From an optimization exercise on the open Yosys and OpenROAD flow, aimed at small area; shortcuts taken in it are not production practice.
RTL that was checked went through simulation tests only; none was proved equivalent to the original.
Function not checked in runs 1 and 4: the RTL went through the layout flow alone.
In every run shown here, the design's own scripts or RTL, not TritonCTS, make the clock network.
The clock input has no modelled driver; a real chip could not lean on it and would need a root buffer or a full tree.
No activity file was given, so power comes from the tool's default toggle rates.

===== design/flow/config.mk =====
export PLATFORM = sky130hd
export DESIGN_NAME = uart_rx
export DESIGN_NICKNAME = uart_rx
export VERILOG_FILES = /design/flow/design.v
export SDC_FILE = /design/flow/constraint.sdc
export NUM_CORES = 4
export LEC_CHECK = 0
export CAP_MARGIN = 0
export CORE_MARGIN = 2
export CORE_UTILIZATION = 40
export GPL_TIMING_DRIVEN = 0
export SLEW_MARGIN = 0

===== design/flow/constraint.sdc =====
create_clock -name core_clock -period 100.0 [get_ports {i_Clock}]
set_input_delay 20.0000 -clock core_clock [delete_from_list [all_inputs] [get_ports {i_Clock}]]
set_output_delay 20.0000 -clock core_clock [all_outputs]
set_load 0.01 [all_outputs]

===== design/flow/design.v =====
module uart_rx
  #(parameter CLKS_PER_BIT = 104)
  (
   input             i_Clock,
   input             i_Rst,
   input             i_Rx_Serial,
   output reg [15:0] o_Rx_Byte,
   output reg        square_wave,
   output reg        pin1,
   output reg        pin2
   );
  localparam [3:0] PH_SLOT8 = 4'd8, PH_STOP = 4'd9, PH_IDLE = 4'd10,
                   PH_START = 4'd11;
  reg [3:0] r_Phase;
  reg [6:0] r_Count;         
  reg [7:0] r_Byte;
  reg       r_Hi_Done;       
  reg [23:0] counter;
  reg [15:0] steps;          
  reg [15:0] store;          
  reg [14:0] quot;
  reg [15:0] rem;
  wire rx      = i_Rx_Serial;
  wire idle    = (r_Phase == PH_IDLE);
  wire start   = (r_Phase == PH_START);
  wire data    = ~r_Phase[3];
  wire slot8   = (r_Phase == PH_SLOT8);
  wire stopb   = (r_Phase == PH_STOP);
  wire c_zero = (r_Count == 7'd0);
  wire c_104  = r_Count[6] & r_Count[5] & r_Count[3];
  wire c_103  = r_Count[6] & r_Count[5] & r_Count[2] & r_Count[1] & r_Count[0];
  wire adv_start = start & c_zero;
  wire adv_bit   = (data | slot8 | stopb) & c_zero;
  wire upd       = stopb & c_103;
  always @(posedge i_Clock) begin
    if (i_Rst) begin
      r_Phase   <= PH_IDLE;
      r_Hi_Done <= 1'b0;
    end else begin
      if (idle) begin
        if (!rx) r_Phase <= PH_START;
      end else if (adv_start) begin
        r_Phase <= rx ? PH_IDLE : 4'd0;
      end else if (adv_bit) begin
        r_Phase <= r_Phase + 4'd1;
      end
      if (upd) r_Hi_Done <= ~r_Hi_Done;
    end
  end
  always @(posedge i_Clock)
    r_Count <= idle ? 7'd51 : c_zero ? (slot8 ? 7'd104 : 7'd103) : r_Count - 7'd1;
  always @(posedge i_Clock)
    if (data & c_zero) r_Byte <= {rx, r_Byte[7:1]};
  always @(posedge i_Clock) begin
    if (i_Rst)
      o_Rx_Byte <= 16'd0;
    else if (upd) begin
      if (!r_Hi_Done) o_Rx_Byte[15:8] <= r_Byte;
      else            o_Rx_Byte[7:0]  <= r_Byte;
    end
  end
  localparam [31:0] DIVIDEND = 32'd1800000;
  localparam [31:0] DIV_BY_4 = DIVIDEND >> 2;    
  wire [15:0] divisor = r_Hi_Done ? {o_Rx_Byte[15:8], r_Byte} : {r_Byte, o_Rx_Byte[7:0]};
  wire        nbit    = ~r_Count[6] & ~r_Count[5] & DIV_BY_4[r_Count[4:0]];
  wire [16:0] trial   = {rem, nbit};
  wire [17:0] borrow;
  wire [16:0] diff;
  assign borrow[0] = 1'b0;
  genvar gi;
  generate
    for (gi = 0; gi < 17; gi = gi + 1) begin : g_sub
      wire dv = (gi < 16) ? divisor[gi] : 1'b0;
      assign diff[gi]     = trial[gi] ^ dv ^ borrow[gi];
      assign borrow[gi+1] = (~trial[gi] & dv) | (~trial[gi] & borrow[gi]) | (dv & borrow[gi]);
    end
  endgenerate
  wire        qbit    = ~borrow[17];
  always @(posedge i_Clock) begin
    rem  <= (slot8 | (stopb & c_104)) ? (qbit ? diff[15:0] : trial[15:0]) : 16'd0;
    quot <= {quot[13:0], qbit};
    if (upd) store <= {quot, qbit};
  end
  localparam [15:0] STEPS_SEED = 16'hFFFF;
  localparam [15:0] STEPS_STOP = 16'h9097;   
  wire rpm_zero = (o_Rx_Byte == 16'd0);
  wire [4:0] rl = o_Rx_Byte[4:0];
  wire rpm_small = (o_Rx_Byte[15:5] == 11'd0) && (rl != 5'd0) && (rl < 5'd28);
  wire [4:0] half_top =
      !rpm_small   ? 5'd0  :
      (rl == 5'd1) ? 5'd27 :
      (rl == 5'd2) ? 5'd13 :
      (rl == 5'd3) ? 5'd9  :
      (rl == 5'd4) ? 5'd6  :
      (rl == 5'd5) ? 5'd5  :
      (rl == 5'd6) ? 5'd4  :
      (rl <= 5'd9) ? 5'd3  :
      (rl <= 5'd13) ? 5'd2 : 5'd1;
  wire [20:0] half = {half_top, store};
  wire [21:0] cb;
  assign cb[0] = 1'b0;
  generate
    for (gi = 0; gi < 21; gi = gi + 1) begin : g_cmp
      assign cb[gi+1] = (~counter[gi] & half[gi]) | (~(counter[gi] ^ half[gi]) & cb[gi]);
    end
  endgenerate
  wire ge = rpm_zero ? (&counter)
                     : ((|counter[23:21]) | ~cb[21]);
  wire stop = (steps == STEPS_STOP);
  wire ev   = ge & ~stop;
  wire hi7  = (upd & ~r_Hi_Done) ? r_Byte[7] : o_Rx_Byte[15];
  always @(posedge i_Clock) begin
    if (i_Rst) begin
      counter     <= 24'd0;
      steps       <= STEPS_SEED;
      square_wave <= 1'b1;
      pin1        <= 1'b0;
      pin2        <= 1'b0;
    end else begin
      counter <= ev ? 24'd0 : counter + 24'd1;
      if (ev) begin
        square_wave <= ~square_wave;
        pin1        <= hi7;
        pin2        <= ~hi7;
        if (square_wave)
          steps <= {steps[14:0], steps[15] ^ steps[14] ^ steps[12] ^ steps[3]};
      end
    end
  end
endmodule

===== design/flow/flow/run.sh =====
#!/bin/bash
set -euo pipefail
here=$(pwd)

python3 "$here/flow/make_synth.py" "$here" "$FLOW_HOME"
sed -e 's#SYNTH_SCRIPT=[^ ]*#SYNTH_SCRIPT='"$here"'/synth_recipe_multi.tcl ADDER_MAP_FILE=#' \
  "$here/standard.sh" > "$here/standard_custom.sh"
grep -q "synth_recipe_multi.tcl ADDER_MAP_FILE=" "$here/standard_custom.sh"

export PRE_CTS_TCL=$here/flow/cts_hook.tcl
export MCTS_NBUF=6
export MCTS_BCELL=sky130_fd_sc_hd__inv_8
export MCTS_RCELL=sky130_fd_sc_hd__inv_12
export BUFFER_PORTS_ARGS="-buffer_cell sky130_fd_sc_hd__buf_1"
bash "$here/standard_custom.sh" > "$here/flow_make.log" 2>&1

===== design/flow/flow/abc_a.script =====
strash
&get -n
&fraig -x
&put
scorr
dc2
strash
&get -n
&dch -f
&nf -R 1000
&put
mfs2 -W 4 -M 5000
strash
&get -n
&dch -f
&nf -R 1000
&put

===== design/flow/flow/abc_b.script =====
strash
&get -n
&fraig -x
&put
scorr
dc2
strash
&get -n
&dch -f
&nf -R 1000
&put

===== design/flow/flow/abc_c.script =====
strash
dch
map -a
topo
dnsize

===== design/flow/flow/abc_d.script =====
strash
&get -n
&fraig -x
&put
scorr
dc2
strash
&get -n
&dch -f
&nf -R 1000
&put
mfs2 -W 4 -M 5000
strash
&get -n
&dch -f
&nf -R 1000
&put
mfs2 -W 4 -M 5000
strash
&get -n
&dch -f
&nf -R 1000
&put

===== design/flow/flow/abc_e.script =====
strash
dc2
strash
dch -f
map -a
mfs2 -W 4 -M 5000
strash
dch -f
map -a

===== design/flow/flow/abc_f.script =====
strash
&get -n
&fraig -x
&put
scorr
dc2
strash
&get -n
&dch -f
&if -K 4 -a
&mfs
&st
&dch -f
&nf -R 1000
&put

===== design/flow/flow/abc_g.script =====
strash
&get -n
&fraig -x
&put
scorr
dc2
strash
&get -n
&dch -f
&nf -R 1000 -a
&put
mfs2 -W 4 -M 5000
strash
&get -n
&dch -f
&nf -R 1000 -a
&put

===== design/flow/flow/abc_h.script =====
strash
&get -n
&fraig -x
&put
scorr
dc2
strash
&get -n
&synch2
&dch -f
&nf -R 1000
&put
mfs2 -W 4 -M 5000
strash
&get -n
&dch -f
&nf -R 1000
&put

===== design/flow/flow/abc_i.script =====
strash
dc2
strash
balance
rewrite
refactor
balance
rewrite
rewrite -z
balance
refactor -z
rewrite -z
balance
strash
&get -n
&dch -f
&nf -R 1000
&put
mfs2 -W 4 -M 5000
strash
&get -n
&dch -f
&nf -R 1000
&put

===== design/flow/flow/abc_j.script =====
strash
&get -n
&fraig -x
&put
scorr
dc2
strash
&get -n
&dch -f
&if -K 6 -a
&mfs
&st
&dch -f
&nf -R 1000
&put
mfs2 -W 4 -M 5000
strash
&get -n
&dch -f
&nf -R 1000
&put

===== design/flow/flow/cts_hook.tcl =====
# Manual clock tree: the clock port drives one root cell (a buffer or an
# inverter), which drives nbuf leaf cells of the same kind (or the registers
# directly when nbuf is 0); the registers are split among the leaves by their
# angle around the registers' centroid, and each leaf sits at the centroid of
# its registers.
# output pin of a buffer (X) or inverter (Y)
proc mcts_out {inst} {
  set it [$inst findITerm X]
  if {$it eq "NULL" || $it eq ""} { set it [$inst findITerm Y] }
  return $it
}

proc manual_cts {nbuf bcell {rcell sky130_fd_sc_hd__clkbuf_16}} {
  set block [ord::get_db_block]
  set port_net [$block findNet i_Clock]
  set sinks {}
  foreach it [$port_net getITerms] {
    if {[$it isInputSignal]} { lappend sinks $it }
  }
  set master [[ord::get_db] findMaster $rcell]
  set root [odb::dbInst_create $block $master clkroot]
  set rnet [odb::dbNet_create $block clknet_root]
  $rnet setSigType CLOCK
  [$root findITerm A] connect $port_net
  [mcts_out $root] connect $rnet
  # centroid of sinks
  set n [llength $sinks]
  set sx 0; set sy 0
  foreach it $sinks {
    set b [[$it getInst] getBBox]
    set sx [expr {$sx + ([$b xMin] + [$b xMax]) / 2}]
    set sy [expr {$sy + ([$b yMin] + [$b yMax]) / 2}]
  }
  set cx [expr {$sx / $n}]; set cy [expr {$sy / $n}]
  $root setLocation $cx $cy
  $root setPlacementStatus PLACED
  if {$nbuf == 0} {
    foreach it $sinks { $it disconnect; $it connect $rnet }
    return
  }
  # split sinks into nbuf groups by angle around the centroid
  set lst {}
  foreach it $sinks {
    set b [[$it getInst] getBBox]
    set x [expr {([$b xMin] + [$b xMax]) / 2 - $cx}]
    set y [expr {([$b yMin] + [$b yMax]) / 2 - $cy}]
    lappend lst [list [expr {atan2($y, $x)}] $it $x $y]
  }
  set lst [lsort -real -index 0 $lst]
  set bm [[ord::get_db] findMaster $bcell]
  for {set k 0} {$k < $nbuf} {incr k} {
    set lo [expr {$k * $n / $nbuf}]; set hi [expr {($k + 1) * $n / $nbuf}]
    set buf [odb::dbInst_create $block $bm clkleaf_$k]
    set net [odb::dbNet_create $block clknet_leaf_$k]
    $net setSigType CLOCK
    [$buf findITerm A] connect $rnet
    [mcts_out $buf] connect $net
    set gx 0; set gy 0
    for {set i $lo} {$i < $hi} {incr i} {
      set e [lindex $lst $i]
      set it [lindex $e 1]
      $it disconnect; $it connect $net
      set gx [expr {$gx + [lindex $e 2]}]; set gy [expr {$gy + [lindex $e 3]}]
    }
    set m [expr {$hi - $lo}]
    $buf setLocation [expr {int($cx + $gx / $m)}] [expr {int($cy + $gy / $m)}]
    $buf setPlacementStatus PLACED
  }
}

# ORFS's cts.tcl calls clock_tree_synthesis after this hook; build the tree
# by hand instead (one root buffer, a few leaf buffers).
rename clock_tree_synthesis tritoncts_unused
proc clock_tree_synthesis {args} {
  manual_cts $::env(MCTS_NBUF) $::env(MCTS_BCELL) $::env(MCTS_RCELL)
}

===== design/flow/flow/make_synth.py =====
"""Write synth_multi.tcl and synth_recipe_multi.tcl into the work folder.

synth_multi.tcl is ORFS's synth.tcl with its single ABC call replaced by a
loop: ABC runs once per flow/abc_*.script on the same design and the
smallest result (by liberty cell area) is kept. Everything else, register
mapping included, is ORFS's synthesis as bench's standard synthesis runs it.
synth_recipe_multi.tcl is bench's synth_recipe.tcl sourcing synth_multi.tcl.
"""
import os
import sys

work, flow_home = sys.argv[1], sys.argv[2]
src = open(os.path.join(flow_home, "scripts", "synth.tcl")).read()
old = "  log_cmd abc {*}$abc_args\n"
if src.count(old) != 1:
    sys.exit("synth.tcl: abc call not found")
new = """  set abc_rest [lrange $abc_args 2 end]
  design -save my_pre_abc
  set best_area -1
  foreach scr [lsort [glob %s/flow/abc_*.script]] {
    design -load my_pre_abc
    log_cmd abc -script $scr {*}$abc_rest
    opt_clean -purge
    set st [tee -q -s result.string stat {*}$lib_args]
    if { ![regexp {Chip area for module '[^']*': ([0-9.]+)} $st -> area] } {
      error "no area from stat after $scr"
    }
    puts "ABC script $scr: area $area"
    if { $best_area < 0 || $area < $best_area } {
      set best_area $area
      set best_scr $scr
      design -save my_best_abc
    }
  }
  design -load my_best_abc
  puts "ABC best script $best_scr: area $best_area"
""" % work
open(os.path.join(work, "synth_multi.tcl"), "w").write(src.replace(old, new))

b = open(os.path.join(work, "synth_recipe.tcl")).read()
line = "source $::env(SCRIPTS_DIR)/synth.tcl"
if b.count(line) != 1:
    sys.exit("synth_recipe.tcl: source line not found")
b = b.replace(line, "source %s/synth_multi.tcl" % work)
open(os.path.join(work, "synth_recipe_multi.tcl"), "w").write(b)

===== design/flow/standard.sh =====
#!/bin/bash
# synth_recipe.tcl (not shown) runs the flow's synth.tcl, then flattens the netlist and writes it again
# the make line also repeats each setting of config.mk as NAME=value (left out here)
make -C /OpenROAD-flow-scripts/flow DESIGN_CONFIG=/design/flow/config.mk WORK_HOME=/design/flow/orfs CLKGATE_MAP_FILE= SYNTH_SCRIPT=/design/flow/synth_recipe.tcl "${@:-finish}"

==> results of run 1 <==
[cell usage in the layout (no fill, tap or decap), types with 4 or more instances in the layout]
master / netlist / routed
clkinv_1: 46 / 46
nand2_1: 28 / 28
buf_1: 0 / 20
o22ai_1: 5 / 5
and3_1: 6 / 6
dfxtp_1: 102 / 102
nand4_1: 5 / 5
maj3_1: 6 / 6
inv_8: 0 / 6
a31oi_1: 8 / 8
edfxtp_1: 24 / 24
a21oi_1: 49 / 49
o21ai_0: 44 / 44
nor2b_1: 15 / 15
nand3_1: 14 / 14
xnor2_1: 24 / 24
a211oi_1: 4 / 4
xor2_1: 10 / 10
nor3b_1: 6 / 6
nor2_1: 68 / 68
nor3_1: 30 / 29
mux2i_1: 19 / 19
[sequential cells by signal, indices dropped and copies added (netlist names)]
register and flops:
square_wave 1, steps 16, r_Phase 4, r_Count 7, quot 15, store 16
rem 16, r_Hi_Done 1, r_Byte 8, pin2 1, counter 24, o_Rx_Byte 16
pin1 1
[per-stage QoR]
stage | setup slack, ns | hold WS, ns | util | power, mW
6_report | 78.47 | 0.352 | 0.439 | 0.0829
5_1_grt | 78.34 | 0.360 | 0.439 | 0.0878
4_1_cts | 78.23 | 0.333 | 0.439 | 0.0790
3_5_place_dp | 78.24 | 0.333 | 0.432 | 0.0643
3_3_place_gp | 77.11 | 0.330 | 0.431 | 0.0640
2_1_floorplan | 78.97 | 0.327 | - | 0.0621
[routing by layer]
layer	global-route usage	share of wire	up-vias	routed length [um]
met1	0.213	0.52	1784	4910
met4	0.0118	0.011	0	102
li1	-	-	1982	-
met5	0	0	-	0
met2	0.221	0.44	50	4120
met3	0.0149	0.035	8	333
[report_power, final]
part	total, mW	switching (mW)	internal (mW)
clock	0.0198	0.0170	0.00289
sequential	0.0556	0.00183	0.0537
combinational	0.00751	0.00488	0.00263
[area by class of cell]
type | instances | share of cell area
inverters | 53 | 0.0465
repair buffers | 22 | 0.0166
flip-flops and latches | 126 | 0.501
multi-input cells | 378 | 0.397
well taps | 172 | 0.0390
[logic make-up (layout without fill, tap and decap cells)]
family / Yosys count / after routing / share of synthesized area
compound gates: 127 / 127 / 0.139
fa+ha+maj: 6 / 6 / 0.0117
mux: 19 / 19 / 0.0371
flops: 126 / 126 / 0.539
xor+xnor: 34 / 34 / 0.0581
buf+inv: 46 / 75 / 0.0337
simple gates: 192 / 192 / 0.181
[final timing paths]
kind	from	to	slack (ns)	cells after the start
worst min-delay path	quot[3]	quot[4]	0.35	0
worst min register to register	quot[3]	quot[4]	0.35	0
worst max-delay path	i_Rst	pin1	78.47	3
worst max register to register	r_Hi_Done	rem[2]	91.49	34
==> flow_metrics.tcl, run 1 <==
set metrics [dict create \
    dr.pass1.iters 4 \
    multiInputGateArea_um2 2190 \
    die_h_um 117 \
    wire_per_inst_um 12.6 \
    hold_viol_final 0 \
    fin_crit_sh 0.215 \
    coreArea_um2 12600 \
    pin_count 22 \
    required_ns 100.02 \
    critPathTopFamily "simple AND/OR/NAND/NOR gates" \
    grt_usage 0.139 \
    seq_area_frac_synth 0.539 \
    die_area_um2 13700 \
    ir_drop_mv 0.00884 \
    dp.cells 744 \
    vias_per_cell 5.09 \
    yosysWarnings 1 \
    endpoint_kind "flop" \
    register_area_um2 2760 \
    power_density_nw_per_um2 15.0 \
    post_cts_buffers 0 \
    setup-violations-final 0 \
    rsz0062_at_grt "false" \
    yosysUniqueCellTypes 42 \
    synth_area_um2 5120 \
    cap_violations 0 \
    layout.nets 584 \
    design_area_um2 5520 \
    drc 0 \
    finalSetupTns_ns 0 \
    worstSkewPairLatency_ns 0.17 \
    yosysMostFrequentCell "dfxtp_1" \
    drt_iter0_drc 266 \
    path_max_fanout 40 \
    drive_above_1_share 0.0173 \
    syn2layout_area_growth_pct 7.72 \
    fillers 1237 \
    gp_congestion 0.795 \
    postRouteAntennaNets 0 \
    start_kind "primary input" \
    slowest_delay_ns 0.79 \
    wl_um 9470 \
    path_buf_inv 1 \
    syn_nets 553 \
    syn_inst 550 \
    worst_path_max_delay_cell "or2_1" \
    rows 41 \
    cts_resized 0 \
    hold_buffers 0 \
    hold_path.class "reg2reg" \
    worstPathCellList "buf_2, or2_1, o22ai_1" \
    dr_total_vias 3824 \
    fin_crit_ns 21.53 \
    synth-async-reset-ratio 0 \
    grt_pass1_wl_um 16100 \
    avgSynthCellArea_um2 9.31 \
    start_util 0.408 \
    fin_skew_ns 0.00993 \
    finalMaxSlewViolations 0 \
    path_class "in2reg" \
    final_cells 751 \
    diodes 0 \
    ys_ff_latch 126 \
    yosysTopAreaCell "dfxtp_1" \
    p_leak_nw 1.80 \
    max_freq_ghz 0.0464 \
    grt_max_degree 41 \
    status "timing/DRC/antenna clean" \
    cp_data_arrival_time_ns 21.55 \
    clkTransAtPathRegs_ns 0.10 \
    synthTopCellsByArea "dfxtp_1, edfxtp_1, nor2_1, a21oi_1, o21ai_0" \
    die_x_um 117 \
    gr-total-overflow 0 \
    slew-limit-headroom 0.314 \
    antenna_found_initial 0 \
    synth-edff-count 24 \
    tightest_slew_ns 1.03 \
    place_area_um2 5430 \
    port_buffers 21 \
    synth_top_area_share 0.399 \
    yosys_most_used_dff "dfxtp_1" \
    synthTopCellsByCount "dfxtp_1, nor2_1, a21oi_1" \
    grt_pass1_vias 3383 \
    dp_hpwl_um 6710 \
]
==> run 2, diff against run 1 <==
--- a/design/flow/design.v
+++ b/design/flow/design.v
@@ -9,3 +9,3 @@
    output reg        pin1,
-   output reg        pin2
+   output            pin2
    );
@@ -111,2 +111,3 @@
   wire hi7  = (upd & ~r_Hi_Done) ? r_Byte[7] : o_Rx_Byte[15];
+  assign pin2 = ~pin1 & (steps != STEPS_SEED);
   always @(posedge i_Clock) begin
@@ -117,3 +118,2 @@
       pin1        <= 1'b0;
-      pin2        <= 1'b0;
     end else begin
@@ -123,3 +123,2 @@
         pin1        <= hi7;
-        pin2        <= ~hi7;
         if (square_wave)
--- a/design/flow/config.mk
+++ b/design/flow/config.mk
@@ -9,3 +9,3 @@
 export CORE_MARGIN = 2
-export CORE_UTILIZATION = 40
+export CORE_UTILIZATION = 80
 export GPL_TIMING_DRIVEN = 0
==> run 2 against run 1 <==
Against the previous run:
- global-route usage rose by 15 points
- combinational power fell by 35%
- sequential cell count fell by 1
- register-to-register slack improved by 0.62 ns
- clock power fell by 4%
- via count rose by 5.5%
- setup slack improved by 0.050 ns
- die area fell by 49%
- clock skew rose by 0.00057 ns
- sequential power fell by 3%
- sequential share of layout area rose by 0.92 points
- routed wire length rose by 7.6%
- largest cell class unchanged
- largest power group unchanged
==> flow_metrics.tcl, run 2 <==
set metrics [dict create \
    min_from "quot[0]" \
    yosys_most_used_dff "dfxtp_1" \
    status "timing/DRC/antenna clean" \
    synthTopCellsByArea "dfxtp_1, edfxtp_1, a21oi_1, nand2_1, maj3_1" \
    layout.nets 569 \
    max_freq_ghz 0.0466 \
    yosysMostFrequentCell "dfxtp_1" \
    die_h_um 83.8 \
    finalSetupTns_ns 0 \
    path_class "reg2out" \
    setup-violations-final 0 \
    drc 0 \
    grt_pass1_wl_um 17300 \
    ys_ff_latch 125 \
    avgSynthCellArea_um2 9.53 \
    slowest_delay_ns 0.36 \
    postRouteAntennaNets 0 \
    fillers 339 \
    rows 29 \
    coreArea_um2 6240 \
    gp_congestion 0.811 \
    fin_skew_ns 0.0105 \
    largest_register_ffs 24 \
    grt_pass1_vias 3869 \
    pin_count 22 \
    hold_viol_final 0 \
    start_kind "flop" \
    yosysWarnings 1 \
    power_density_nw_per_um2 14.4 \
    dp_hpwl_um 7280 \
    port_buffers 21 \
    register_area_um2 2740 \
    synthTopCellsByCount "dfxtp_1, a21oi_1, nand2_1" \
    syn_inst 535 \
    rsz0062_at_grt "false" \
    dr_total_vias 4033 \
    fin_crit_ns 21.48 \
    yosysTopAreaCell "dfxtp_1" \
    finalMaxSlewViolations 0 \
    syn_nets 538 \
    final_cells 641 \
    antenna_found_initial 0 \
    slew-limit-headroom 0.278 \
    post_cts_buffers 0 \
    drt_iter0_drc 209 \
    cp_data_arrival_time_ns 1.48 \
    wl_um 10200 \
    endpoint_kind "output port" \
    cts_resized 0 \
    ir_drop_mv 0.0119 \
    multiInputGateArea_um2 2240 \
    wire_per_inst_um 15.9 \
    fin_crit_sh 0.215 \
    dp.cells 634 \
    die_area_um2 7030 \
    drive_above_1_share 0.0177 \
    syn2layout_area_growth_pct 5.47 \
    start_util 0.817 \
    seq_area_frac_synth 0.538 \
    synth-edff-count 24 \
    gr-total-overflow 0 \
    layout_common_cells "dfxtp_1, a21oi_1, nand2_1" \
    final_common_cell "dfxtp_1" \
    yosysUniqueCellTypes 40 \
    diodes 0 \
    crit_start "steps[0]" \
    path_max_fanout 2 \
    whs_ns 0.357 \
    hold_path.class "reg2reg" \
    worst_path_max_delay_cell "dfxtp_1" \
    synth_area_um2 5100 \
    synth_top_area_share 0.396 \
    hold_buffers 0 \
    worstPathCellList "clkinv_1, nor3_1, nand4_1, nor4_1, nor2_1, buf_1" \
    tightest_slew_ns 1.08 \
    worstSkewPairLatency_ns 0.17 \
    cap_violations 0 \
    synth-async-reset-ratio 0 \
    r2r-start "r_Hi_Done" \
    required_ns 80.00 \
    grt_usage 0.292 \
    vias_per_cell 6.29 \
    p_leak_nw 1.79 \
    clkTransAtPathRegs_ns 0.10 \
    die_x_um 83.8 \
    dr.pass1.iters 5 \
    largest-register "counter" \
    grt_max_degree 40 \
]
[run 2: cell count changes in the layout (fill, tap and decap cells not counted), moves of 7 or more]
cell	before	now
maj3_1	6	20
and3_1	6	19
o21ai_0	44	30
a21oi_1	49	63
nor2_1	68	39
nor2b_1	15	3
clkinv_1	46	32
nand3_1	14	7
nand2_1	28	54
[run 2: area by class of cell]
type | instances | share of cell area
inverter | 39 | 0.0379
tap | 77 | 0.0179
timing repair buffer | 22 | 0.0170
sequential | 125 | 0.510
multi-input combinational | 378 | 0.417
[run 2: routing by layer]
layer | global-route usage | up-vias | share of wire
met4 | 0.0968 | 0 | 0.032
met2 | 0.513 | 117 | 0.50
met3 | 0.0257 | 36 | 0.045
li1 | - | 1962 | -
met5 | 0 | - | 0
met1 | 0.382 | 1918 | 0.42
[run 2: report_power, final]
part           internal, mW  switching, mW  leakage (nW)
registers            0.0523        0.00134          1.04
clock network       0.00287         0.0162        0.0436
logic               0.00178        0.00312         0.712
total                0.0570         0.0207          1.79
[run 2: path summary, 6_finish.rpt]
check	end	slack, ns	cells past startpoint
worst min register to register	quot[1]	0.36	0
worst max-delay path	pin2	78.52	6
worst min-delay path	quot[1]	0.36	0
worst max register to register	rem[1]	92.11	24
[run 2: kinds of logic after synthesis]
group	Yosys count	share of synthesized area
flip-flops	125	0.538
buffers and inverters	32	0.0236
AO/OA/AOI/OAI	118	0.129
adder cells (fa/ha/maj)	20	0.0393
XOR/XNOR	33	0.0567
AND/OR/NAND/NOR	191	0.182
multiplexers	16	0.0316
[run 2: per-stage QoR]
| stage | setup slack [ns] | utilization | power, mW | instance area (um2) |
|---|---|---|---|---|
| floorplan | 79.00 | - | 0.0581 | 5100 |
| global placement | 77.48 | 0.845 | 0.0592 | 5280 |
| detailed placement | 78.02 | 0.847 | 0.0595 | 5290 |
| CTS | 78.01 | 0.861 | 0.0742 | 5370 |
| global route | 78.38 | 0.862 | 0.0803 | 5380 |
| finish | 78.52 | 0.862 | 0.0777 | 5380 |
[run 2: worst max-delay path: cells and delay by family (launching register included)]
| kind | cells | cell delay [ns] |
|---|---|---|
| flops | 1 | 0.36 |
| simple gates | 4 | 0.73 |
| buf+inv | 2 | 0.23 |
==> run 3, diff against run 2 <==
--- a/design/flow/config.mk
+++ b/design/flow/config.mk
@@ -9,3 +9,3 @@
 export CORE_MARGIN = 2
-export CORE_UTILIZATION = 80
+export CORE_UTILIZATION = 65
 export GPL_TIMING_DRIVEN = 0
==> run 3 against run 2 <==
Against the previous run:
- clock skew is 0.0035 ns lower
- die area rose by 22%
- via count down 5.1%
- sequential power barely moved
- clock power about the same
- final cell count increased by 3.7%
- sequential cell count unchanged
- total power is 0.42% higher
- setup slack improved by 0.053 ns
- combinational power increased by 2%
- critical endpoint unchanged
- largest cell class unchanged
- largest power group unchanged
==> flow_metrics.tcl, run 3 <==
set metrics [dict create \
    required_ns 80.00 \
    synthTopCellsByCount "dfxtp_1, a21oi_1, nand2_1" \
    grt_usage 0.222 \
    syn_nets 538 \
    drive_above_1_share 0.0178 \
    yosysMostFrequentCell "dfxtp_1" \
    fin_util 0.706 \
    multiInputGateArea_um2 2250 \
    status "timing/DRC/antenna clean" \
    cp_data_arrival_time_ns 1.43 \
    ys_ff_latch 125 \
    yosysUniqueCellTypes 40 \
    antenna_found_initial 0 \
    start_util 0.667 \
    rows 32 \
    post_cts_buffers 0 \
    yosysWarnings 1 \
    vias_per_cell 5.75 \
    p_leak_nw 1.78 \
    max_freq_ghz 0.0467 \
    worstRegToRegCells 24 \
    synth_area_um2 5100 \
    yosysTopAreaCell "dfxtp_1" \
    slowest_delay_ns 0.35 \
    hold_buffers 0 \
    power_density_nw_per_um2 14.4 \
    dr_total_vias 3826 \
    syn_inst 535 \
    dr.pass1.iters 4 \
    worst_hold_path.num_cells 0 \
    start_kind "flop" \
    worst_path_max_delay_cell "dfxtp_1" \
    largest_register_ffs 24 \
    clkTransAtPathRegs_ns 0.10 \
    synthTopCellsByArea "dfxtp_1, edfxtp_1, a21oi_1, nand2_1, maj3_1" \
    drc 0 \
    slew-limit-headroom 0.308 \
    wire_per_inst_um 14.2 \
    grt_max_degree 40 \
    fin_skew_ns 0.00703 \
    hold_viol_final 0 \
    coreArea_um2 7650 \
    fin_crit_sh 0.214 \
    rsz0062_at_grt "false" \
    seq_area_frac_synth 0.538 \
    avgSynthCellArea_um2 9.53 \
    grt_pass1_vias 3609 \
    dp_hpwl_um 6710 \
    die_x_um 92.6 \
    path_max_fanout 2 \
    synth-edff-count 24 \
    yosys_most_used_dff "dfxtp_1" \
    pin_count 22 \
    hold_path.class "reg2reg" \
    synth_top_area_share 0.396 \
    register_area_um2 2740 \
    layout_common_cells "dfxtp_1, a21oi_1, nand2_1" \
    die_area_um2 8570 \
    worstPathCellList "clkinv_1, nor3_1, nand4_1, nor4_1, nor2_1, buf_1" \
    fillers 598 \
    tightest_slew_ns 1.04 \
    final_common_cell "dfxtp_1" \
    worstSkewPairLatency_ns 0.16 \
    path_class "reg2out" \
    wl_um 9410 \
    cap_violations 0 \
    endpoint_kind "output port" \
    die_h_um 92.6 \
    grt_pass1_wl_um 16200 \
    fin_crit_ns 21.43 \
    syn2layout_area_growth_pct 5.91 \
    totalPowerFinal_uw 78.0 \
    drt_iter0_drc 142 \
    finalMaxSlewViolations 0 \
    gp_congestion 0.792 \
    setup-violations-final 0 \
    cts_resized 0 \
    diodes 0 \
    largest-register "counter" \
    finalSetupTns_ns 0 \
    postRouteAntennaNets 0 \
    gr-total-overflow 0 \
    ir_drop_mv 0.0132 \
    port_buffers 21 \
    synth-async-reset-ratio 0 \
    layout.nets 568 \
]
run 3: cell counts after synthesis:
Identical to the previous run, type by type.
run 3: final cells by class:
| type | instances | area share |
|---|---|---|
| Timing Repair Buffer | 21 | 0.0148 |
| Multi-Input combinational cell | 378 | 0.416 |
| Tap cell | 102 | 0.0236 |
| Inverter | 39 | 0.0378 |
| Sequential cell | 125 | 0.508 |
run 3: where the power goes:
part,internal [mW],switching (mW)
clock,0.00288,0.0165
sequential,0.0523,0.00129
combinational,0.00178,0.00322
run 3: routing by layer:
metal	routed length, um	global-route usage	vias to the layer above	share of wire
met5	0	0	-	0
met1	4310	0.284	1822	0.46
met4	146	0.0398	0	0.016
li1	-	-	1954	-
met2	4710	0.414	38	0.50
met3	242	0.0195	12	0.026
run 3: kinds of logic after synthesis:
family / count (synthesis) / share of synthesized area
buffers and inverters: 32 / 0.0236
AO/OA/AOI/OAI: 118 / 0.129
multiplexers: 16 / 0.0316
AND/OR/NAND/NOR: 191 / 0.182
XOR/XNOR: 33 / 0.0567
flip-flops: 125 / 0.538
adder cells (fa/ha/maj): 20 / 0.0393
run 3: final timing paths:
check / startpoint / to / slack [ns]
min reg2reg: quot[3] / quot[4] / 0.35
max: steps[0] / pin2 / 78.57
min: quot[3] / quot[4] / 0.35
max reg2reg: r_Hi_Done / rem[1] / 92.33
run 3: per-stage QoR:
| stage | hold slack [ns] | instance area (um2) | cells | worst slack, ns |
|---|---|---|---|---|
| after floorplan | 0.327 | 5100 | 535 | 79.00 |
| after CTS | 0.338 | 5390 | 665 | 78.02 |
| final | 0.354 | 5400 | 665 | 78.57 |
| after global placement | 0.332 | 5310 | 658 | 77.44 |
| after global routing | 0.364 | 5400 | 665 | 78.35 |
| after detailed placement | 0.336 | 5310 | 658 | 78.01 |
run 3: critical path: cells and delay by family, from the launching register on:
family | cells | cell delay [ns]
buf+inv | 2 | 0.21
flops | 1 | 0.35
simple gates | 4 | 0.71
==> run 4, diff against run 3 <==
--- a/design/flow/design.v
+++ b/design/flow/design.v
@@ -17,3 +17,3 @@
   reg       r_Hi_Done;       
-  reg [23:0] counter;
+  reg [23:0] cnt_n;          
   reg [15:0] steps;          
@@ -83,4 +83,4 @@
   end
-  localparam [15:0] STEPS_SEED = 16'hFFFF;
-  localparam [15:0] STEPS_STOP = 16'h9097;   
+  localparam [15:0] STEPS_SEED = 16'h0000;
+  localparam [15:0] STEPS_STOP = 16'h6F68;   
   wire rpm_zero = (o_Rx_Byte == 16'd0);
@@ -103,7 +103,7 @@
     for (gi = 0; gi < 21; gi = gi + 1) begin : g_cmp
-      assign cb[gi+1] = (~counter[gi] & half[gi]) | (~(counter[gi] ^ half[gi]) & cb[gi]);
+      assign cb[gi+1] = (cnt_n[gi] & half[gi]) | ((cnt_n[gi] ^ half[gi]) & cb[gi]);
     end
   endgenerate
-  wire ge = rpm_zero ? (&counter)
-                     : ((|counter[23:21]) | ~cb[21]);
+  wire ge = rpm_zero ? ~(|cnt_n)
+                     : (~(&cnt_n[23:21]) | ~cb[21]);
   wire stop = (steps == STEPS_STOP);
@@ -114,3 +114,3 @@
     if (i_Rst) begin
-      counter     <= 24'd0;
+      cnt_n       <= 24'hFFFFFF;
       steps       <= STEPS_SEED;
@@ -119,3 +119,3 @@
     end else begin
-      counter <= ev ? 24'd0 : counter + 24'd1;
+      cnt_n <= ev ? 24'hFFFFFF : cnt_n - 24'd1;
       if (ev) begin
@@ -124,3 +124,3 @@
         if (square_wave)
-          steps <= {steps[14:0], steps[15] ^ steps[14] ^ steps[12] ^ steps[3]};
+          steps <= {steps[14:0], ~(steps[15] ^ steps[14] ^ steps[12] ^ steps[3])};
       end
==> run 4 against run 3 <==
Against the previous run:
- global-route usage hardly changed
- utilization is 0.65 points lower
- critical endpoint is now cnt_n[10]
- critical path depth shrank 3
- still clean on timing, DRC and antenna
- final cell count shrank 4.4%
- first-iteration DRC count shrank 23%
- area after synthesis shrank 1.8%
==> flow_metrics.tcl, run 4 <==
set metrics [dict create \
    dp_hpwl_um 6580 \
    final_cells 636 \
    synth-async-reset-ratio 0 \
    yosysWarnings 1 \
    syn_inst 505 \
    yosysMostFrequentCell "dfxtp_1" \
    antenna_found_initial 0 \
    start_kind "primary input" \
    cp_data_arrival_time_ns 21.40 \
    hold_viol_final 0 \
    yosys_most_used_dff "dfxtp_1" \
    min_from "quot[3]" \
    slowest_delay_ns 0.88 \
    status "timing/DRC/antenna clean" \
    path_max_fanout 38 \
    fin_crit_ns 21.40 \
    gr-total-overflow 0 \
    post_cts_buffers 0 \
    wl_um 9370 \
    synth-edff-count 24 \
    vias_per_cell 5.84 \
    cap_violations 0 \
    pin_count 22 \
    endpoint_kind "flop" \
    seq_area_frac_synth 0.548 \
    fin_skew_ns 0.00893 \
    layout_common_cells "dfxtp_1, nand2_1, nor2_1" \
    gp_congestion 0.837 \
    worst_hold_path.num_cells 0 \
    tightest_slew_ns 1.25 \
    setup-violations-final 0 \
    dr_total_vias 3714 \
    die_h_um 91.8 \
    hold_end "quot[4]" \
    syn2layout_area_growth_pct 6.32 \
    dr.pass1.iters 4 \
    diodes 0 \
    coreArea_um2 7610 \
    power_density_nw_per_um2 15.4 \
    critPathTopFamily "simple AND/OR/NAND/NOR gates" \
    drc 0 \
    rows 32 \
    grt_pass1_wl_um 16000 \
    syn_nets 508 \
    postRouteAntennaNets 0 \
    port_buffers 21 \
    largest_register_ffs 24 \
    grt_max_degree 39 \
    finalMaxSlewViolations 0 \
    die_x_um 91.8 \
    largest-register "cnt_n" \
    synthTopCellsByCount "dfxtp_1, nor2_1, nand2_1" \
    drt_iter0_drc 110 \
    yosysTopAreaCell "dfxtp_1" \
    cts_resized 0 \
    p_leak_nw 1.80 \
    slew-limit-headroom 0.158 \
    worstPathCellList "buf_2, nor2_2, nand2_1" \
    finalSetupTns_ns 0 \
    wire_per_inst_um 14.7 \
    yosysUniqueCellTypes 41 \
    r2r-start "r_Hi_Done" \
    path_buf_inv 1 \
    worstRegToRegCells 27 \
    clkTransAtPathRegs_ns 0.09 \
    drive_above_1_share 0.0225 \
    hold_buffers 0 \
    dp.cells 629 \
    r2r-end "rem[5]" \
    synth_area_um2 5010 \
    ys_ff_latch 125 \
    rsz0062_at_grt "false" \
    start_util 0.658 \
    final_common_cell "dfxtp_1" \
    worst_path_max_delay_cell "nor2_2" \
    r2r_setup_slack_ns 90.61 \
    fin_crit_sh 0.214 \
    grt_pass1_vias 3479 \
    ir_drop_mv 0.0125 \
    die_area_um2 8420 \
    synthTopCellsByArea "dfxtp_1, edfxtp_1, mux2i_1, nor2_1, nand2_1" \
    max_freq_ghz 0.0467 \
    required_ns 99.99 \
    path_class "in2reg" \
    synth_top_area_share 0.404 \
    hold_path.class "reg2reg" \
    layout.nets 539 \
    avgSynthCellArea_um2 9.92 \
    worstSkewPairLatency_ns 0.16 \
    grt_usage 0.222 \
]
run 4: logic make-up after synthesis:
group                    share of synthesized area
AO/OA/AOI/OAI                                0.119
adder cells (fa/ha/maj)                     0.0220
buffers and inverters                      0.00150
XOR/XNOR                                    0.0717
multiplexers                                0.0560
flip-flops                                   0.548
AND/OR/NAND/NOR                              0.182
run 4: how the worst max path moves through the flow:
stage	slack [ns]	start	to	cells past startpoint
2_1_floorplan	78.93	i_Rst	cnt_n[11]	2
3_3_place_gp	77.45	i_Rst	pin1	3
3_5_place_dp	78.42	i_Rst	cnt_n[10]	3
4_1_cts	78.43	i_Rst	cnt_n[10]	3
5_1_grt	78.49	i_Rst	cnt_n[20]	3
6_report	78.60	i_Rst	cnt_n[10]	3
run 4: layout make-up:
type                       instances  area (um2)
tap                              102         128
sequential                       125        2740
timing repair buffer              22        91.3
multi-input combinational        378        2270
inverter                           9        91.3
fill                             625        2280
run 4: metrics by stage:
step                      power, mW  hold slack [ns]   util  instance area [um2]  setup WS [ns]
after detailed placement     0.0636            0.334  0.688                 5230          78.42
after CTS                    0.0783            0.334  0.699                 5320          78.43
after global routing         0.0857            0.357  0.700                 5320          78.49
final                        0.0818            0.354  0.700                 5320          78.60
after global placement       0.0631            0.330  0.685                 5210          77.45
after floorplan              0.0614            0.327      -                 5010          78.93
run 4: per-layer routing:
layer | up-vias | global-route usage | routed length, um
li1 | 1887 | - | -
met5 | - | 0 | 0
met1 | 1774 | 0.311 | 4420
met3 | 10 | 0.0230 | 335
met2 | 43 | 0.381 | 4500
met4 | 0 | 0.0386 | 125
run 4: report_power, final:
group / switching, mW / internal, mW
sequential: 0.00194 / 0.0532
clock: 0.0164 / 0.00289
combinational: 0.00495 / 0.00241
total: 0.0233 / 0.0585
==> run 5, diff against run 4 <==
--- a/design/flow/design.v
+++ b/design/flow/design.v
@@ -14,4 +14,6 @@
   reg [3:0] r_Phase;
-  reg [6:0] r_Count;         
-  reg [7:0] r_Byte;
+  reg [6:0] r_Count_n;       
+  wire [6:0] r_Count = ~r_Count_n;
+  reg [7:0] r_Byte_n;        
+  wire [7:0] r_Byte = ~r_Byte_n;
   reg       r_Hi_Done;       
@@ -50,5 +52,5 @@
   always @(posedge i_Clock)
-    r_Count <= idle ? 7'd51 : c_zero ? (slot8 ? 7'd104 : 7'd103) : r_Count - 7'd1;
+    r_Count_n <= ~(idle ? 7'd51 : c_zero ? (slot8 ? 7'd104 : 7'd103) : r_Count - 7'd1);
   always @(posedge i_Clock)
-    if (data & c_zero) r_Byte <= {rx, r_Byte[7:1]};
+    if (data & c_zero) r_Byte_n <= {~rx, r_Byte_n[7:1]};
   always @(posedge i_Clock) begin
--- a/design/flow/config.mk
+++ b/design/flow/config.mk
@@ -11,2 +11,3 @@
 export GPL_TIMING_DRIVEN = 0
+export PLACE_DENSITY = 0.85
 export SLEW_MARGIN = 0
==> run 5 against run 4 <==
Against the previous run:
- sequential cell count unchanged
- still clean
- synthesized cell count shrank 0.99%
- critical path type is now reg2out
- highest routed layer unchanged
- clock skew shrank 0.0020 ns
- combinational power is 2% lower
==> flow_metrics.tcl, run 5 <==
set metrics [dict create \
    grt_pass1_wl_um 15900 \
    worst_path_max_delay_cell "or4_1" \
    gr-total-overflow 0 \
    p_leak_nw 1.67 \
    fin_crit_sh 0.214 \
    rsz0062_at_grt "false" \
    hold_path.class "reg2reg" \
    grt.busiest_layer "met2" \
    dr.pass1.iters 4 \
    dp_hpwl_um 6560 \
    synth_top_area_share 0.409 \
    yosysMostFrequentCell "dfxtp_1" \
    postRouteAntennaNets 0 \
    cp_data_arrival_time_ns 1.39 \
    path_max_fanout 3 \
    fillers 551 \
    synth-async-reset-ratio 0 \
    vias_per_cell 5.93 \
    required_ns 80.00 \
    use_met1 0.314 \
    register_area_um2 2740 \
    synth-edff-count 24 \
    layout.nets 536 \
    finalMaxSlewViolations 0 \
    fin_ws_ns 78.61 \
    start_util 0.677 \
    grt_max_degree 39 \
    synthTopCellsByArea "dfxtp_1, edfxtp_1, nor2_1, xnor2_1, a21oi_1" \
    dr_total_vias 3735 \
    largest_register_ffs 24 \
    slew-limit-headroom 0.103 \
    syn_inst 500 \
    ys_ff_latch 125 \
    cts_resized 0 \
    endpoint_kind "output port" \
    layout_common_cells "dfxtp_1, nor2_1, nand2_1" \
    design_area_um2 5280 \
    worstPathCellList "or4_1, nor2_1, a31oi_1, buf_1" \
    status "timing/DRC/antenna clean" \
    wl_um 9370 \
    antenna_found_initial 0 \
    drive_above_1_share 0.0264 \
    yosysTopAreaCell "dfxtp_1" \
    die_x_um 91.2 \
    pin_count 22 \
    largest-register "cnt_n" \
    path_class "reg2out" \
    port_buffers 21 \
    grtUsageMet3 0.0158 \
    worstSkewPairLatency_ns 0.16 \
    hold_viol_final 0 \
    cap_violations 0 \
    fin_skew_ns 0.00690 \
    grt_pass1_vias 3459 \
    multiInputGateArea_um2 2200 \
    yosysUniqueCellTypes 36 \
    post_cts_buffers 0 \
    setup-violations-final 0 \
    critPathTopFamily "simple AND/OR/NAND/NOR gates" \
    power_density_nw_per_um2 15.4 \
    synth_area_um2 4940 \
    rows 31 \
    die_h_um 91.2 \
    start_kind "flop" \
    max_freq_ghz 0.0468 \
    tightest_slew_ns 1.34 \
    drt_iter0_drc 245 \
    avgSynthCellArea_um2 9.88 \
    yosys_most_used_dff "dfxtp_1" \
    finalSetupTns_ns 0 \
    diodes 0 \
    path_buf_inv 1 \
    whs_ns 0.354 \
    synthTopCellsByCount "dfxtp_1, nor2_1, nand2_1" \
    slowest_delay_ns 0.56 \
    final_common_cell "dfxtp_1" \
    gp_congestion 0.826 \
    syn2layout_area_growth_pct 6.79 \
    clkTransAtPathRegs_ns 0.10 \
    wire_per_inst_um 14.9 \
    fin_crit_ns 21.39 \
    hold_buffers 0 \
    syn_nets 503 \
    grt_usage 0.223 \
    use_met2 0.389 \
    dp_slack_ns 78.78 \
    die_area_um2 8310 \
    drc 0 \
    ir_drop_mv 0.00978 \
    yosysWarnings 1 \
    coreArea_um2 7290 \
    seq_area_frac_synth 0.555 \
    place_area_um2 5190 \
]
==> run 5: area by class of cell <==
type	count	area share
Timing Repair Buffer	24	0.0216
Multi-Input combinational cell	371	0.416
Tap cell	99	0.0235
Sequential cell	125	0.520
Inverter	11	0.0187
==> run 5: power breakdown <==
part | internal, mW | switching, mW
registers | 0.0530 | 0.00159
logic | 0.00251 | 0.00473
clock network | 0.00288 | 0.0163
==> run 5: path summary, 6_finish.rpt <==
check	depth (start not counted)	end	slack, ns	startpoint
worst min register to register	0	quot[7]	0.35	quot[6]
worst max register to register	25	rem[3]	91.56	r_Hi_Done
worst min-delay path	0	quot[7]	0.35	quot[6]
worst max-delay path	4	pin2	78.61	steps[0]
==> run 5: routing by layer <==
| layer | routed length [um] | up-vias |
|---|---|---|
| li1 | - | 1869 |
| met1 | 4370 | 1756 |
| met2 | 4370 | 90 |
| met3 | 435 | 20 |
| met4 | 190 | 0 |
| met5 | 0 | - |
==> run 5: per-stage QoR <==
step,power [mW],utilization,instances
detailed placement,0.0629,0.712,623
global route,0.0845,0.723,630
global placement,0.0623,0.705,620
floorplan,0.0608,-,500
finish,0.0810,0.723,630
CTS,0.0775,0.723,630
==> run 5: cell families after synthesis <==
family	share of synthesized area
flip-flops	0.555
AO/OA/AOI/OAI	0.142
multiplexers	0.0304
XOR/XNOR	0.0762
AND/OR/NAND/NOR	0.168
buffers and inverters	0.00304
adder cells (fa/ha/maj)	0.0243
==> run 6, diff against run 5 <==
--- a/design/flow/config.mk
+++ b/design/flow/config.mk
@@ -11,3 +11,2 @@
 export GPL_TIMING_DRIVEN = 0
-export PLACE_DENSITY = 0.85
 export SLEW_MARGIN = 0
==> run 6 against run 5 <==
Against the previous run:
- still clean
- routed wire length is 1.6% lower
- sequential power is essentially flat
- fmax is essentially flat
- sequential cell count unchanged
- combinational power hardly changed
- largest power group unchanged
- highest routed layer unchanged
==> flow_metrics.tcl, run 6 <==
set metrics [dict create \
    path_max_fanout 3 \
    synth_top_area_share 0.409 \
    hold_path.class "reg2reg" \
    yosysMostFrequentCell "dfxtp_1" \
    yosys_most_used_dff "dfxtp_1" \
    worstSkewPairLatency_ns 0.17 \
    dp_hpwl_um 6470 \
    hold_viol_final 0 \
    wire_per_inst_um 14.6 \
    syn_nets 503 \
    drt_iter0_drc 199 \
    syn2layout_area_growth_pct 6.86 \
    max_freq_ghz 0.0467 \
    yosysTopAreaCell "dfxtp_1" \
    setup-violations-final 0 \
    slowest_delay_ns 0.56 \
    synth_area_um2 4940 \
    worst_hold_path.num_cells 0 \
    die_x_um 91.2 \
    ir_drop_mv 0.0116 \
    worstRegToRegCells 25 \
    gr-total-overflow 0 \
    fin_crit_ns 21.40 \
    slew-limit-headroom 0.0892 \
    dr_total_vias 3665 \
    r2r-start "r_Hi_Done" \
    wl_um 9220 \
    final_common_cell "dfxtp_1" \
    finalSetupTns_ns 0 \
    fillers 596 \
    tightest_slew_ns 1.37 \
    layout.nets 536 \
    endpoint_kind "output port" \
    dr_wl_met2_um 4410 \
    antenna_found_initial 0 \
    synth-edff-count 24 \
    status "timing/DRC/antenna clean" \
    vias_per_cell 5.82 \
    finalMaxSlewViolations 0 \
    grt_max_degree 39 \
    postRouteAntennaNets 0 \
    p_seq_frac 0.672 \
    synth-async-reset-ratio 0 \
    totalPowerFinal_uw 81.3 \
    clkTransAtPathRegs_ns 0.10 \
    synthTopCellsByCount "dfxtp_1, nor2_1, nand2_1" \
    yosysWarnings 1 \
    grt_pass1_wl_um 15500 \
    top_layer "met4" \
    pin_count 22 \
    rsz0062_at_grt "false" \
    combPwrFrac 0.089 \
    worst_path_max_delay_cell "or4_1" \
    cap_violations 0 \
    grt_pass1_vias 3373 \
    multiInputGateArea_um2 2200 \
    port_buffers 21 \
    ys_ff_latch 125 \
    synthTopCellsByArea "dfxtp_1, edfxtp_1, nor2_1, xnor2_1, a21oi_1" \
    start_kind "flop" \
    p_leak_nw 1.67 \
    drc 0 \
    required_ns 80.00 \
    layout_common_cells "dfxtp_1, nor2_1, nand2_1" \
    start_util 0.677 \
    largest_register_ffs 24 \
    pwr-share-clk 0.239 \
    r2r_setup_slack_ns 91.77 \
    register_area_um2 2740 \
    largest-register "cnt_n" \
    drive_above_1_share 0.0282 \
    switching_share 0.281 \
    die_area_um2 8310 \
    path_class "reg2out" \
    syn_inst 500 \
    p_int_uw 58.4 \
    post_cts_buffers 0 \
    wl_met3_um 271 \
    cts_resized 0 \
    rows 31 \
    avgSynthCellArea_um2 9.88 \
    coreArea_um2 7290 \
    cp_data_arrival_time_ns 1.40 \
    die_h_um 91.2 \
    wirelength_met1_um 4310 \
    min_from "quot[3]" \
    switching_power_uw 22.9 \
    hold_buffers 0 \
    fin_crit_sh 0.214 \
    grt_usage 0.221 \
    worstPathCellList "or4_1, nor2_1, a31oi_1, buf_1" \
    dr.pass1.iters 5 \
    gp_congestion 0.863 \
    r2r-end "rem[3]" \
    diodes 0 \
    fin_skew_ns 0.00978 \
    power_density_nw_per_um2 15.4 \
    seq_area_frac_synth 0.555 \
    yosysUniqueCellTypes 36 \
    hold_end "quot[4]" \
]
-- run 6: metal layers --
metal / track usage / up-vias
li1: - / 1868
met4: 0.0518 / 0
met1: 0.303 / 1721
met3: 0.0158 / 16
met2: 0.384 / 60
met5: 0 / -
-- run 6: through the flow --
stage / cell area (um2) / utilization / hold WS (ns) / cells / setup WS [ns]
floorplan: 4940 / - / 0.327 / 500 / 78.90
global route: 5280 / 0.724 / 0.369 / 630 / 78.50
global placement: 5140 / 0.705 / 0.328 / 620 / 77.39
CTS: 5280 / 0.723 / 0.334 / 630 / 78.76
finish: 5280 / 0.724 / 0.353 / 630 / 78.60
detailed placement: 5190 / 0.712 / 0.334 / 623 / 78.77
-- run 6: cell type report --
type / instances / share of cell area
flip-flops and latches: 125 / 0.520
multi-input cells: 371 / 0.417
well taps: 99 / 0.0235
inverters: 11 / 0.0187
repair buffers: 24 / 0.0216
-- run 6: kinds of logic (layout without fill, tap and decap cells) --
group,count (synthesis),in the layout,synth area share
simple gates,186,186,0.168
flops,125,125,0.555
compound gates,115,115,0.142
xor+xnor,43,43,0.0762
mux,15,15,0.0304
fa+ha+maj,12,12,0.0243
buf+inv,4,35,0.00304
-- run 6: worst max-delay path by stage --
stage                startpoint         end
floorplan                 i_Rst        pin1
global placement          i_Rst        pin1
detailed placement        i_Rst   cnt_n[20]
CTS                 i_Rx_Serial  r_Phase[2]
global route           steps[0]        pin2
finish                 steps[0]        pin2
-- run 6: power groups by stage --
| stage | logic, mW | clock network, mW | registers (mW) |
|---|---|---|---|
| after floorplan | 0.00548 | 0 | 0.0553 |
| after global placement | 0.00680 | 0 | 0.0556 |
| after detailed placement | 0.00706 | 0 | 0.0557 |
| after CTS | 0.00709 | 0.0146 | 0.0558 |
| after global routing | 0.00838 | 0.0214 | 0.0549 |
| final | 0.00726 | 0.0194 | 0.0546 |
-- run 6: critical path, delay by kind of cell, from the launching register on --
| kind | cells | cell delay, ns |
|---|---|---|
| compound gates | 1 | 0.08 |
| simple gates | 2 | 0.69 |
| flops | 1 | 0.33 |
| buf+inv | 1 | 0.14 |
==> run 7, diff against run 6 <==
--- a/design/flow/config.mk
+++ b/design/flow/config.mk
@@ -9,4 +9,5 @@
 export CORE_MARGIN = 2
-export CORE_UTILIZATION = 65
+export CORE_UTILIZATION = 50
 export GPL_TIMING_DRIVEN = 0
+export PLACE_DENSITY = 0.9
 export SLEW_MARGIN = 0
==> run 7 against run 6 <==
Against the previous run:
- still clean on timing, DRC and antenna
- fmax down 0.19%
- global-route usage fell by 3.3 points
- combinational power down 2%
- first-iteration DRC count increased by 22%
- sequential power about the same
- sequential share of layout area is 0.23 points lower
- setup slack worse by 0.041 ns
- final cell count up 5.2%
- clock power hardly changed
- critical path depth unchanged
- clock skew is 0.0019 ns higher
- total power is 0.28% lower
- largest cell class unchanged
- highest routed layer unchanged
==> flow_metrics.tcl, run 7 <==
set metrics [dict create \
    drive_above_1_share 0.0245 \
    hold_path.class "reg2reg" \
    worstPathCellList "or4_1, nor2_1, a31oi_1, buf_1" \
    yosysTopAreaCell "dfxtp_1" \
    antenna_found_initial 0 \
    worst_path_max_delay_cell "or4_1" \
    critPathTopFamily "simple AND/OR/NAND/NOR gates" \
    start_util 0.510 \
    clkTransAtPathRegs_ns 0.10 \
    drt_iter0_drc 243 \
    fin_util 0.548 \
    fin_crit_ns 21.44 \
    fillers 833 \
    grt_max_degree 39 \
    fin_skew_ns 0.0116 \
    ys_ff_latch 125 \
    required_ns 80.00 \
    rsz0062_at_grt "false" \
    fin_crit_sh 0.214 \
    worstSkewPairLatency_ns 0.17 \
    yosysWarnings 1 \
    max_freq_ghz 0.0466 \
    dp_hpwl_um 7020 \
    synth_area_um2 4940 \
    grt_pass1_wl_um 16500 \
    drc 0 \
    grtUsageMet3 0.0222 \
    path_max_fanout 3 \
    synthTopCellsByArea "dfxtp_1, edfxtp_1, nor2_1, xnor2_1, a21oi_1" \
    pin_count 22 \
    synth-async-reset-ratio 0 \
    wl_um 9780 \
    yosysMostFrequentCell "dfxtp_1" \
    synth_top_area_share 0.409 \
    p_leak_nw 1.67 \
    use_met2 0.347 \
    gp_congestion 0.805 \
    largest-register "cnt_n" \
    tightest_slew_ns 1.37 \
    start_kind "flop" \
    seq_area_frac_synth 0.555 \
    syn_nets 503 \
    dr.pass1.iters 4 \
    yosys_most_used_dff "dfxtp_1" \
    die_h_um 103 \
    dr_total_vias 3779 \
    die_x_um 103 \
    use_met1 0.230 \
    postRouteAntennaNets 0 \
    grt_pass1_vias 3651 \
    fin_ws_ns 78.56 \
    path_buf_inv 1 \
    port_buffers 21 \
    syn_inst 500 \
    place_area_um2 5220 \
    synth-edff-count 24 \
    power_density_nw_per_um2 15.3 \
    yosysUniqueCellTypes 36 \
    dp_slack_ns 78.02 \
    whs_ns 0.356 \
    avgSynthCellArea_um2 9.88 \
    hold_buffers 0 \
    dp.cells 656 \
    grt_usage 0.188 \
    final_common_cell "dfxtp_1" \
    wire_per_inst_um 14.7 \
    endpoint_kind "output port" \
    cap_violations 0 \
    ir_drop_mv 0.00959 \
    layout_common_cells "dfxtp_1, nor2_1, nand2_1" \
    totalPowerFinal_uw 81.0 \
    coreArea_um2 9680 \
    post_cts_buffers 0 \
    slew-limit-headroom 0.0865 \
    design_area_um2 5300 \
    cp_data_arrival_time_ns 1.44 \
    hold_viol_final 0 \
    synthTopCellsByCount "dfxtp_1, nor2_1, nand2_1" \
    layout.nets 535 \
    finalSetupTns_ns 0 \
    largest_register_ffs 24 \
    setup-violations-final 0 \
    gr-total-overflow 0 \
    path_class "reg2out" \
    status "timing/DRC/antenna clean" \
    cts_resized 0 \
    final_cells 663 \
    vias_per_cell 5.70 \
    rows 36 \
    syn2layout_area_growth_pct 7.35 \
    slowest_delay_ns 0.58 \
    diodes 0 \
    die_area_um2 10700 \
    grt.busiest_layer "met2" \
    finalMaxSlewViolations 0 \
]
run 7: metal layers:
| layer | vias up | share of wire |
|---|---|---|
| met3 | 22 | 0.051 |
| li1 | 1881 | - |
| met5 | - | 0 |
| met4 | 0 | 0.026 |
| met1 | 1785 | 0.42 |
| met2 | 91 | 0.50 |
run 7: cells by family (layout without fill, tap and decap cells):
group / Yosys count / count (layout) / share of synthesized area
AO/OA/AOI/OAI: 115 / 115 / 0.142
XOR/XNOR: 43 / 43 / 0.0762
adder cells (fa/ha/maj): 12 / 12 / 0.0243
buffers and inverters: 4 / 34 / 0.00304
flip-flops: 125 / 125 / 0.555
multiplexers: 15 / 15 / 0.0304
AND/OR/NAND/NOR: 186 / 186 / 0.168
run 7: final timing paths:
check / cells past startpoint / startpoint / slack (ns) / to
worst max-delay path: 4 / steps[0] / 78.56 / pin2
worst min-delay path: 0 / quot[6] / 0.36 / quot[7]
worst max register to register: 25 / r_Hi_Done / 91.52 / rem[3]
worst min register to register: 0 / quot[6] / 0.36 / quot[7]
run 7: power breakdown:
group          switching, mW  internal (mW)
clock                 0.0164        0.00288
combinational        0.00466        0.00245
sequential           0.00168         0.0530
run 7: final cells by class:
class,count,area [um2],area share
well taps,133,166,0.0314
multi-input cells,371,2200,0.414
repair buffers,23,98.8,0.0186
inverters,11,98.8,0.0186
flip-flops and latches,125,2740,0.517

==> separate check: timing with driven ports <==
How much do the figures lean on ideal ports? The routed layouts below were timed once more, with nothing changed but the port constraints. Step 1: set_driving_cell puts a clkbuf_16 on i_Clock and a buf_2 on each other input, an assumption about the parent block. Step 2, shift: input delay + t, output delay - t, t = (earliest + latest rising clock arrival at the registers) / 2. This alone moves slack from input paths to output paths. a / b / c = no drivers / after step 1 / after step 2; a / b = the first two.
run | shift t [ns] | setup slack, ns | worst setup path after step 2
run 1 | 0.226 | 78.471 / 78.510 / 78.284 | input to register
run 2 | 0.219 | 78.520 / 78.461 / 78.375 | input to register
run 3 | 0.218 | 78.574 / 78.516 / 78.406 | input to register
run 4 | 0.218 | 78.598 / 78.638 / 78.420 | input to register
run 5 | 0.218 | 78.610 / 78.550 / 78.769 | register to output
run 6 | 0.221 | 78.600 / 78.543 / 78.764 | register to output
run 7 | 0.221 | 78.559 / 78.499 / 78.447 | input to register
After both steps setup and hold are still met in every run listed. The setup slack of run 1, which loses most, moves by +0.039 ns with the drivers and by -0.187 ns with both steps.
